This design comes from an exercise in tuning for small area, a short achievable clock period and few clock cycles on the open sky130 flow, not from production work.
Power is estimated from default activity; no workload was simulated.

==> flow/design.v <==
module processor (
    input         clk,
    input         rst,
    output [15:0] imem_addr,
    input  [15:0] imem_rdata,
    output [15:0] dmem_addr,
    input  [15:0] dmem_rdata,
    output [15:0] dmem_wdata,
    output        dmem_we
);
    reg  [15:0] rf [0:15];
    reg  [15:0] pc;         
    reg  [15:0] ir;
    reg         dv;         
    reg  [3:0]  ra_a;       
    reg  [3:0]  rb_a;       
    reg         bp;         
    reg         hz;         
    reg         dj;         
    reg         dbr;        
    reg         dshl;       
    wire [3:0] nop = imem_rdata[15:12];
    wire       n_mem = (nop == 4'h1) | (nop == 4'h2);
    wire       n_ra  = (nop == 4'h4) | (nop == 4'h5) | (nop == 4'h8) |
                       (nop == 4'hB) | (nop == 4'hC) | (nop == 4'hF);
    wire [3:0] n_ra_a = n_ra ? imem_rdata[7:4] : imem_rdata[11:8];
    wire [3:0] n_rb_a = (nop == 4'h2) ? {2'b11, imem_rdata[11:10]} : imem_rdata[3:0];
    reg  [15:0] opa, opb;
    reg         e_cin;
    reg  [1:0]  e_sel;      
    reg         e_fill;
    reg         e_wen, e_ld, e_st;
    reg         e_br, e_bne;    
    reg  [3:0]  e_wd;
    reg  [15:0] maddr;
    wire [15:0] sum   = opa + opb + {15'b0, e_cin};
    wire [3:0]  e_sham = opb[7:4];
    wire        e_shl  = (opb[1:0] == 2'b01);
    wire [15:0] lor   = opa | opb;
    wire [15:0] lnand = ~(opa & opb);
    wire [15:0] sh1 = e_sham[0] ? {e_fill, opa[15:1]} : opa;
    wire [15:0] sh2 = e_sham[1] ? {{2{e_fill}}, sh1[15:2]} : sh1;
    wire [15:0] sh4 = e_sham[2] ? {{4{e_fill}}, sh2[15:4]} : sh2;
    wire [15:0] sh8 = e_sham[3] ? {{8{e_fill}}, sh4[15:8]} : sh4;
    wire [15:0] sh8_rev;
    genvar gi;
    generate for (gi = 0; gi < 16; gi = gi + 1) begin : g_rev
        assign sh8_rev[gi] = sh8[15 - gi];
    end endgenerate
    wire [15:0] shres = e_shl ? sh8_rev : sh8;
    reg  [15:0] alu;
    always @(*) begin
        case (e_sel)
            2'd0: alu = sum;
            2'd1: alu = lor;
            2'd2: alu = lnand;
            default: alu = shres;
        endcase
    end
    wire [15:0] wdata = e_ld ? dmem_rdata : alu;
    always @(posedge clk)
        if (e_wen) rf[e_wd] <= wdata;
    wire [3:0] op = ir[15:12];
    wire [3:0] fd = ir[11:8];
    wire [15:0] ra = rf[ra_a];
    wire [15:0] rb = rf[rb_a];
    wire        hza = e_wen & (e_wd == ra_a);
    wire        hzb = e_wen & (e_wd == rb_a);
    wire [15:0] fwa = hza ? wdata : ra;
    wire [15:0] wdata_rev, ra_rev;
    reg  [15:0] opa_n;
    always @(*) begin
        case ({hza, dshl})
            2'b00: opa_n = ra;
            2'b01: opa_n = ra_rev;
            2'b10: opa_n = wdata;
            default: opa_n = wdata_rev;
        endcase
    end
    wire [15:0] fwb = hzb ? wdata : rb;
    wire d_rr  = (op == 4'h8) | (op == 4'hB) | (op == 4'hC) | (op == 4'hF);
    wire d_zx  = (op == 4'hA) | (op == 4'hE);
    wire d_sub = (op == 4'hC) | (op == 4'hD) | (op == 4'hE);
    wire d_alu = (op == 4'h0) | (op[3] | (op[2] & op[1]));
    wire d_sha = (ir[1:0] == 2'b11);
    wire taken = e_br & ((opa == opb) ^ e_bne);
    wire stall = dv & (hz | (dbr & ~bp));
    wire go    = dv & ~hz & ~bp;
    wire jump  = dv & dj;
    wire       d_wen = d_alu | (op == 4'h1);
    wire [3:0] d_wd  = (op == 4'h1) ? {2'b11, fd[3:2]} : fd;
    wire       n_hz  = go & d_wen &
                       n_mem & (d_wd[3:2] == 2'b10) & (imem_rdata[9:8] == d_wd[1:0]);
    reg [15:0] base;
    always @(*) begin
        case (fd[1:0])
            2'd0: base = rf[8];
            2'd1: base = rf[9];
            2'd2: base = rf[10];
            default: base = rf[11];
        endcase
    end
    wire [15:0] sx8 = {{8{ir[7]}}, ir[7:0]};
    wire [15:0] imm = d_zx ? {8'h00, ir[7:0]} : sx8;
    wire [15:0] bsrc = (d_rr | dbr | (op == 4'h2)) ? fwb : imm;
    generate for (gi = 0; gi < 16; gi = gi + 1) begin : g_rev2
        assign ra_rev[gi] = ra[15 - gi];
        assign wdata_rev[gi] = wdata[15 - gi];
    end endgenerate
    wire [15:0] pc_next = pc + (jump ? {{4{ir[11]}}, ir[11:0]} : 16'd2);
    always @(posedge clk) begin
        opa    <= opa_n;
        opb    <= d_sub ? ~bsrc : bsrc;
        e_cin  <= d_sub;
        e_sel  <= (op == 4'h0) ? 2'd3 :
                  ((op == 4'h6) | (op == 4'hF)) ? 2'd1 :
                  ((op == 4'h7) | (op == 4'hB)) ? 2'd2 : 2'd0;
        e_fill <= d_sha & fwa[15];
        e_ld   <= (op == 4'h1);
        e_wd   <= d_wd;
        e_bne  <= op[0];
        maddr  <= base + {sx8[14:0], 1'b0};
        if (rst) begin
            pc    <= 16'h0000;
            dv    <= 1'b0;
            bp    <= 1'b0;
            hz    <= 1'b0;
            e_wen <= 1'b0;
            e_st  <= 1'b0;
            e_br  <= 1'b0;
        end else begin
            e_br  <= go & dbr;
            e_wen <= go & d_wen;
            e_st  <= go & (op == 4'h2);
            bp    <= go & dbr;
            hz    <= 1'b0;
            if (taken) begin
                pc <= ra;               
                dv <= 1'b0;
            end else if (!stall) begin
                hz   <= n_hz;
                pc   <= pc_next;
                ir   <= imem_rdata;
                dv   <= ~jump;
                dj   <= (nop == 4'h3);
                dbr  <= (nop == 4'h4) | (nop == 4'h5);
                dshl <= (nop == 4'h0) & (imem_rdata[1:0] == 2'b01);
                ra_a <= n_ra_a;
                rb_a <= n_rb_a;
            end else if (go & dbr) begin
                ra_a <= fd;
            end
        end
    end
    assign imem_addr  = pc;
    assign dmem_addr  = maddr;
    assign dmem_wdata = opb;
    assign dmem_we    = e_st;
endmodule
export LEC_CHECK = 0
export CAP_MARGIN = 20
export CORE_MARGIN = 2
export CORE_UTILIZATION = 40
export SLEW_MARGIN = 20
export SETUP_SLACK_MARGIN = 7.7
create_clock -name core_clock -period 11.0 [get_ports {clk}]
standard.sh (not shown) runs the stock make flow with config.mk's settings and CLKGATE_MAP_FILE= SYNTH_SCRIPT=/design/flow/synth_recipe.tcl, a recipe that flattens the netlist after the stock synthesis.
==> flow/flow/run.sh <==
#!/bin/bash
# Standard ORFS layout (the standard.sh), with repair_timing asked for
# a larger setup margin so that it shortens the critical paths further.
set -euo pipefail
echo "export SETUP_SLACK_MARGIN = 7.7" >> config.mk
bash standard.sh finish > standard_flow.log 2>&1 || { tail -50 standard_flow.log; exit 1; }
tail -5 standard_flow.log
==> next run, changes <==
--- a/flow/design.v
+++ b/flow/design.v
@@ -27,16 +27,15 @@
     wire [3:0] n_rb_a = (nop == 4'h2) ? {2'b11, imem_rdata[11:10]} : imem_rdata[3:0];
     reg  [15:0] opa, opb;
     reg         e_cin;
     reg  [1:0]  e_sel;      
-    reg         e_fill;
+    reg  [3:0]  e_sham;
+    reg         e_shl, e_fill;
     reg         e_wen, e_ld, e_st;
     reg         e_br, e_bne;    
     reg  [3:0]  e_wd;
     reg  [15:0] maddr;
     wire [15:0] sum   = opa + opb + {15'b0, e_cin};
-    wire [3:0]  e_sham = opb[7:4];
-    wire        e_shl  = (opb[1:0] == 2'b01);
     wire [15:0] lor   = opa | opb;
     wire [15:0] lnand = ~(opa & opb);
     wire [15:0] sh1 = e_sham[0] ? {e_fill, opa[15:1]} : opa;
     wire [15:0] sh2 = e_sham[1] ? {{2{e_fill}}, sh1[15:2]} : sh1;
@@ -61,8 +60,9 @@
     always @(posedge clk)
         if (e_wen) rf[e_wd] <= wdata;
     wire [3:0] op = ir[15:12];
     wire [3:0] fd = ir[11:8];
+    wire [3:0] fa = ir[7:4];
     wire [15:0] ra = rf[ra_a];
     wire [15:0] rb = rf[rb_a];
     wire        hza = e_wen & (e_wd == ra_a);
     wire        hzb = e_wen & (e_wd == rb_a);
@@ -81,8 +81,9 @@
     wire d_rr  = (op == 4'h8) | (op == 4'hB) | (op == 4'hC) | (op == 4'hF);
     wire d_zx  = (op == 4'hA) | (op == 4'hE);
     wire d_sub = (op == 4'hC) | (op == 4'hD) | (op == 4'hE);
     wire d_alu = (op == 4'h0) | (op[3] | (op[2] & op[1]));
+    wire d_shl = (ir[1:0] == 2'b01);
     wire d_sha = (ir[1:0] == 2'b11);
     wire taken = e_br & ((opa == opb) ^ e_bne);
     wire stall = dv & (hz | (dbr & ~bp));
     wire go    = dv & ~hz & ~bp;
@@ -114,8 +115,10 @@
         e_cin  <= d_sub;
         e_sel  <= (op == 4'h0) ? 2'd3 :
                   ((op == 4'h6) | (op == 4'hF)) ? 2'd1 :
                   ((op == 4'h7) | (op == 4'hB)) ? 2'd2 : 2'd0;
+        e_sham <= fa;
+        e_shl  <= d_shl;
         e_fill <= d_sha & fwa[15];
         e_ld   <= (op == 4'h1);
         e_wd   <= d_wd;
         e_bne  <= op[0];
Result: Die area increases by 0.46%. Synthesized cell count goes down by 1.2%. Routed wire length decreases by 4.5%. Total power drops by 0.63%. Count of clock-buffer cells in the layout drops by 3. Sequential cell count grows by 5. Fmax climbs by 1.3%. Cell area goes down by 1.6%. Global-route usage shrinks by 0.91 points. First-iteration DRC count went down by 12%. Setup slack is better by 42 ps.
No run of this note included a check of the RTL's function; only the layout flow was run.

* * *

Another version of the RTL of processor (not shown whole).
For scale: roughly 1400 cells after synthesis, roughly 360 flip-flops, roughly 20000 µm² of cells after synthesis.
==> module processor, before the edit <==
module processor (
    input         clk,
    input         rst,
    output [15:0] imem_addr,
    input  [15:0] imem_rdata,
    output [15:0] dmem_addr,
    input  [15:0] dmem_rdata,
    output [15:0] dmem_wdata,
    output        dmem_we
);
    wire [255:0] rf;
    reg  [15:0] pc;         
    reg  [15:0] ir;
    reg         dv;         
    reg  [3:0]  ra_a;       
    reg  [3:0]  rb_a;       
    reg         bp;         
    reg         hz;         
    reg         dj;         
    reg         dbr;        
    reg         dshl;       
    wire [3:0] nop = imem_rdata[15:12];
    wire       n_mem = (nop == 4'h1) | (nop == 4'h2);
    wire       n_ra  = (nop == 4'h4) | (nop == 4'h5) | (nop == 4'h8) |
                       (nop == 4'hB) | (nop == 4'hC) | (nop == 4'hF);
    wire [3:0] n_ra_a = n_mem ? {2'b10, imem_rdata[9:8]} :
                        n_ra  ? imem_rdata[7:4] : imem_rdata[11:8];
    wire [3:0] n_rb_a = (nop == 4'h2) ? {2'b11, imem_rdata[11:10]} : imem_rdata[3:0];
    reg  [15:0] opa, opb;
    reg         e_cin;
    reg  [1:0]  e_sel;      
    reg         e_fill;
    reg         e_wen, e_ld, e_st;
    reg         e_br, e_bne;    
    reg  [3:0]  e_wd;
    reg  [15:0] maddr;
    wire [15:0] sum   = opa + opb + {15'b0, e_cin};
    wire [3:0]  e_sham = opb[7:4];
    wire        e_shl  = (opb[1:0] == 2'b01);
    wire [15:0] lor   = opa | opb;
    wire [15:0] lnand = ~(opa & opb);
    wire [15:0] sh1 = e_sham[0] ? {e_fill, opa[15:1]} : opa;
    wire [15:0] sh2 = e_sham[1] ? {{2{e_fill}}, sh1[15:2]} : sh1;
    wire [15:0] sh4 = e_sham[2] ? {{4{e_fill}}, sh2[15:4]} : sh2;
    wire [15:0] sh8 = e_sham[3] ? {{8{e_fill}}, sh4[15:8]} : sh4;
    wire [15:0] sh8_rev;
    genvar gi;
    generate for (gi = 0; gi < 16; gi = gi + 1) begin : g_rev
        assign sh8_rev[gi] = sh8[15 - gi];
    end endgenerate
    wire [15:0] shres = e_shl ? sh8_rev : sh8;
    reg  [15:0] alu;
    always @(*) begin
        case (e_sel)
            2'd0: alu = sum;
            2'd1: alu = lor;
            2'd2: alu = lnand;
            default: alu = shres;
        endcase
    end
    wire [15:0] wdata = e_ld ? dmem_rdata : alu;
    genvar gr;
    generate for (gr = 0; gr < 16; gr = gr + 1) begin : g_rf
        reg [15:0] r;
        always @(posedge clk)
            if (e_wen && e_wd == gr) r <= wdata;
        assign rf[16*gr +: 16] = r;
    end endgenerate
    wire [3:0] op = ir[15:12];
    wire [3:0] fd = ir[11:8];
    wire [63:0] ra_g;
    generate for (gi = 0; gi < 4; gi = gi + 1) begin : g_ra
        assign ra_g[16*gi +: 16] = rf[64*gi + 16*ra_a[1:0] +: 16];
    end endgenerate
    wire [15:0] ra = ra_g[16*ra_a[3:2] +: 16];
    wire [15:0] rb = rf[16*rb_a +: 16];
    wire        hza = e_wen & (e_wd == ra_a);
    wire        hzb = e_wen & (e_wd == rb_a);
    wire [15:0] fwa = hza ? wdata : ra;
    wire [15:0] wdata_rev, ra_rev;
    reg  [15:0] opa_n;
    always @(*) begin
        case ({hza, dshl})
            2'b00: opa_n = ra;
            2'b01: opa_n = ra_rev;
            2'b10: opa_n = wdata;
            default: opa_n = wdata_rev;
        endcase
    end
    wire [15:0] fwb = hzb ? wdata : rb;
    wire d_rr  = (op == 4'h8) | (op == 4'hB) | (op == 4'hC) | (op == 4'hF);
    wire d_zx  = (op == 4'hA) | (op == 4'hE);
    wire d_sub = (op == 4'hC) | (op == 4'hD) | (op == 4'hE);
    wire d_alu = (op == 4'h0) | (op[3] | (op[2] & op[1]));
    wire d_sha = (ir[1:0] == 2'b11);
    wire taken = e_br & ((opa == opb) ^ e_bne);
    wire stall = dv & (hz | (dbr & ~bp));
    wire go    = dv & ~hz & ~bp;
    wire jump  = dv & dj;
    wire       d_wen = d_alu | (op == 4'h1);
    wire [3:0] d_wd  = (op == 4'h1) ? {2'b11, fd[3:2]} : fd;
    wire       n_hz  = go & d_wen &
                       n_mem & (d_wd[3:2] == 2'b10) & (imem_rdata[9:8] == d_wd[1:0]);
    wire [15:0] base = ra_g[32 +: 16];
    wire [15:0] sx8 = {{8{ir[7]}}, ir[7:0]};
    wire [15:0] imm = d_zx ? {8'h00, ir[7:0]} : sx8;
    wire [15:0] bsrc = (d_rr | dbr | (op == 4'h2)) ? fwb : imm;
    generate for (gi = 0; gi < 16; gi = gi + 1) begin : g_rev2
        assign ra_rev[gi] = ra[15 - gi];
        assign wdata_rev[gi] = wdata[15 - gi];
    end endgenerate
    wire [15:0] pc_next = pc + (jump ? {{4{ir[11]}}, ir[11:0]} : 16'd2);
    always @(posedge clk) begin
        opa    <= opa_n;
        opb    <= d_sub ? ~bsrc : bsrc;
        e_cin  <= d_sub;
        e_sel  <= (op == 4'h0) ? 2'd3 :
                  ((op == 4'h6) | (op == 4'hF)) ? 2'd1 :
                  ((op == 4'h7) | (op == 4'hB)) ? 2'd2 : 2'd0;
        e_fill <= d_sha & fwa[15];
        e_ld   <= (op == 4'h1);
        e_wd   <= d_wd;
        e_bne  <= op[0];
        maddr  <= base + {sx8[14:0], 1'b0};
        if (rst) begin
            pc    <= 16'h0000;
            dv    <= 1'b0;
            bp    <= 1'b0;
            hz    <= 1'b0;
            e_wen <= 1'b0;
            e_st  <= 1'b0;
            e_br  <= 1'b0;
        end else begin
            e_br  <= go & dbr;
            e_wen <= go & d_wen;
            e_st  <= go & (op == 4'h2);
            bp    <= go & dbr;
            hz    <= 1'b0;
            if (taken) begin
                pc <= ra;               
                dv <= 1'b0;
            end else if (!stall) begin
                hz   <= n_hz;
                pc   <= pc_next;
                ir   <= imem_rdata;
                dv   <= ~jump;
                dj   <= (nop == 4'h3);
                dbr  <= (nop == 4'h4) | (nop == 4'h5);
                dshl <= (nop == 4'h0) & (imem_rdata[1:0] == 2'b01);
                ra_a <= n_ra_a;
                rb_a <= n_rb_a;
            end else if (go & dbr) begin
                ra_a <= fd;
            end
        end
    end
    assign imem_addr  = pc;
    assign dmem_addr  = maddr;
    assign dmem_wdata = opb;
    assign dmem_we    = e_st;
endmodule
clock: 11.0 ns
lec_check: 0
cap_margin: 20
core_margin: 2
core_utilization: 40
slew_margin: 20
setup_slack_margin: 7.7
Scripts as last shown in full above: flow/flow/run.sh
The starting point went through all stages and came out clean.
Next try:
--- a/flow/design.v
+++ b/flow/design.v
@@ -24,6 +24,5 @@
     wire       n_ra  = (nop == 4'h4) | (nop == 4'h5) | (nop == 4'h8) |
                        (nop == 4'hB) | (nop == 4'hC) | (nop == 4'hF);
-    wire [3:0] n_ra_a = n_mem ? {2'b10, imem_rdata[9:8]} :
-                        n_ra  ? imem_rdata[7:4] : imem_rdata[11:8];
+    wire [3:0] n_ra_a = n_ra ? imem_rdata[7:4] : imem_rdata[11:8];
     wire [3:0] n_rb_a = (nop == 4'h2) ? {2'b11, imem_rdata[11:10]} : imem_rdata[3:0];
     reg  [15:0] opa, opb;
@@ -69,9 +68,5 @@
     wire [3:0] op = ir[15:12];
     wire [3:0] fd = ir[11:8];
-    wire [63:0] ra_g;
-    generate for (gi = 0; gi < 4; gi = gi + 1) begin : g_ra
-        assign ra_g[16*gi +: 16] = rf[64*gi + 16*ra_a[1:0] +: 16];
-    end endgenerate
-    wire [15:0] ra = ra_g[16*ra_a[3:2] +: 16];
+    wire [15:0] ra = rf[16*ra_a +: 16];
     wire [15:0] rb = rf[16*rb_a +: 16];
     wire        hza = e_wen & (e_wd == ra_a);
@@ -102,5 +97,5 @@
     wire       n_hz  = go & d_wen &
                        n_mem & (d_wd[3:2] == 2'b10) & (imem_rdata[9:8] == d_wd[1:0]);
-    wire [15:0] base = ra_g[32 +: 16];
+    wire [15:0] base = rf[128 + 16*fd[1:0] +: 16];
     wire [15:0] sx8 = {{8{ir[7]}}, ir[7:0]};
     wire [15:0] imm = d_zx ? {8'h00, ir[7:0]} : sx8;
@@ -143,14 +138,16 @@
                 hz   <= n_hz;
                 pc   <= pc_next;
-                ir   <= imem_rdata;
                 dv   <= ~jump;
-                dj   <= (nop == 4'h3);
-                dbr  <= (nop == 4'h4) | (nop == 4'h5);
-                dshl <= (nop == 4'h0) & (imem_rdata[1:0] == 2'b01);
-                ra_a <= n_ra_a;
-                rb_a <= n_rb_a;
-            end else if (go & dbr) begin
-                ra_a <= fd;
             end
+        end
+        if (!stall) begin
+            ir   <= imem_rdata;
+            dj   <= (nop == 4'h3);
+            dbr  <= (nop == 4'h4) | (nop == 4'h5);
+            dshl <= (nop == 4'h0) & (imem_rdata[1:0] == 2'b01);
+            ra_a <= n_ra_a;
+            rb_a <= n_rb_a;
+        end else if (go & dbr) begin
+            ra_a <= fd;
         end
     end
Sequential share of layout area goes down by 1.3 points.
Worst setup slack gets better by 100 ps.
Total power goes up by 10%.
Global-route usage goes down by 0.21 points.
Critical path depth goes up by 1.
Synthesized cell count goes up by 4.0%.
Register-to-register slack gets better by 50 ps.
Sequential power goes up by about 3%.
Final cell count goes up by 3.2%.
Clock power hardly moves.
Wire length goes up by 3.0%.
Die area goes up by 3.4%.
Worst hold slack gets better by 16 ps.
Combinational power goes up by 27%.
Function was not checked in any run of this note: the RTL went through the layout flow alone.

==> re-timing with driven ports <==
In the flow no input, the clock included, has a driving cell. The finished layouts below were timed again as built, in two steps. Step 1, drivers: a clkbuf_16 drives clk and a buf_2 each remaining input, both assumed. Step 2 adds t to the input delays and takes it off the output delays; t is the mean of the earliest and latest rising clock arrival at the registers after step 1. Input paths then give back, and output paths get back, about the clock's delay inside the block. a / b / c = no drivers / after step 1 / after step 2; a / b = the first two.
| run | t (ns) | setup slack, ns | worst setup path after step 2 | clock arrival spread, ns |
|---|---|---|---|---|
| the first run of note 1 | 0.615 | 7.648 / 7.593 / 7.195 | input to register | 0.025 / 0.025 |
| the second run of note 1 | 0.610 | 7.690 / 7.665 / 7.161 | input to register | 0.031 / 0.030 |
| the first run of note 2 | 0.609 | 7.548 / 7.489 / 7.173 | input to register | 0.033 / 0.033 |
| the second run of note 2 | 0.609 | 7.649 / 7.589 / 7.140 | input to register | 0.021 / 0.022 |
After both steps every run listed still meets setup and hold. For the second run of note 1, which loses most, drivers alone change the setup slack by -0.025 ns; drivers and shift together by -0.529 ns.
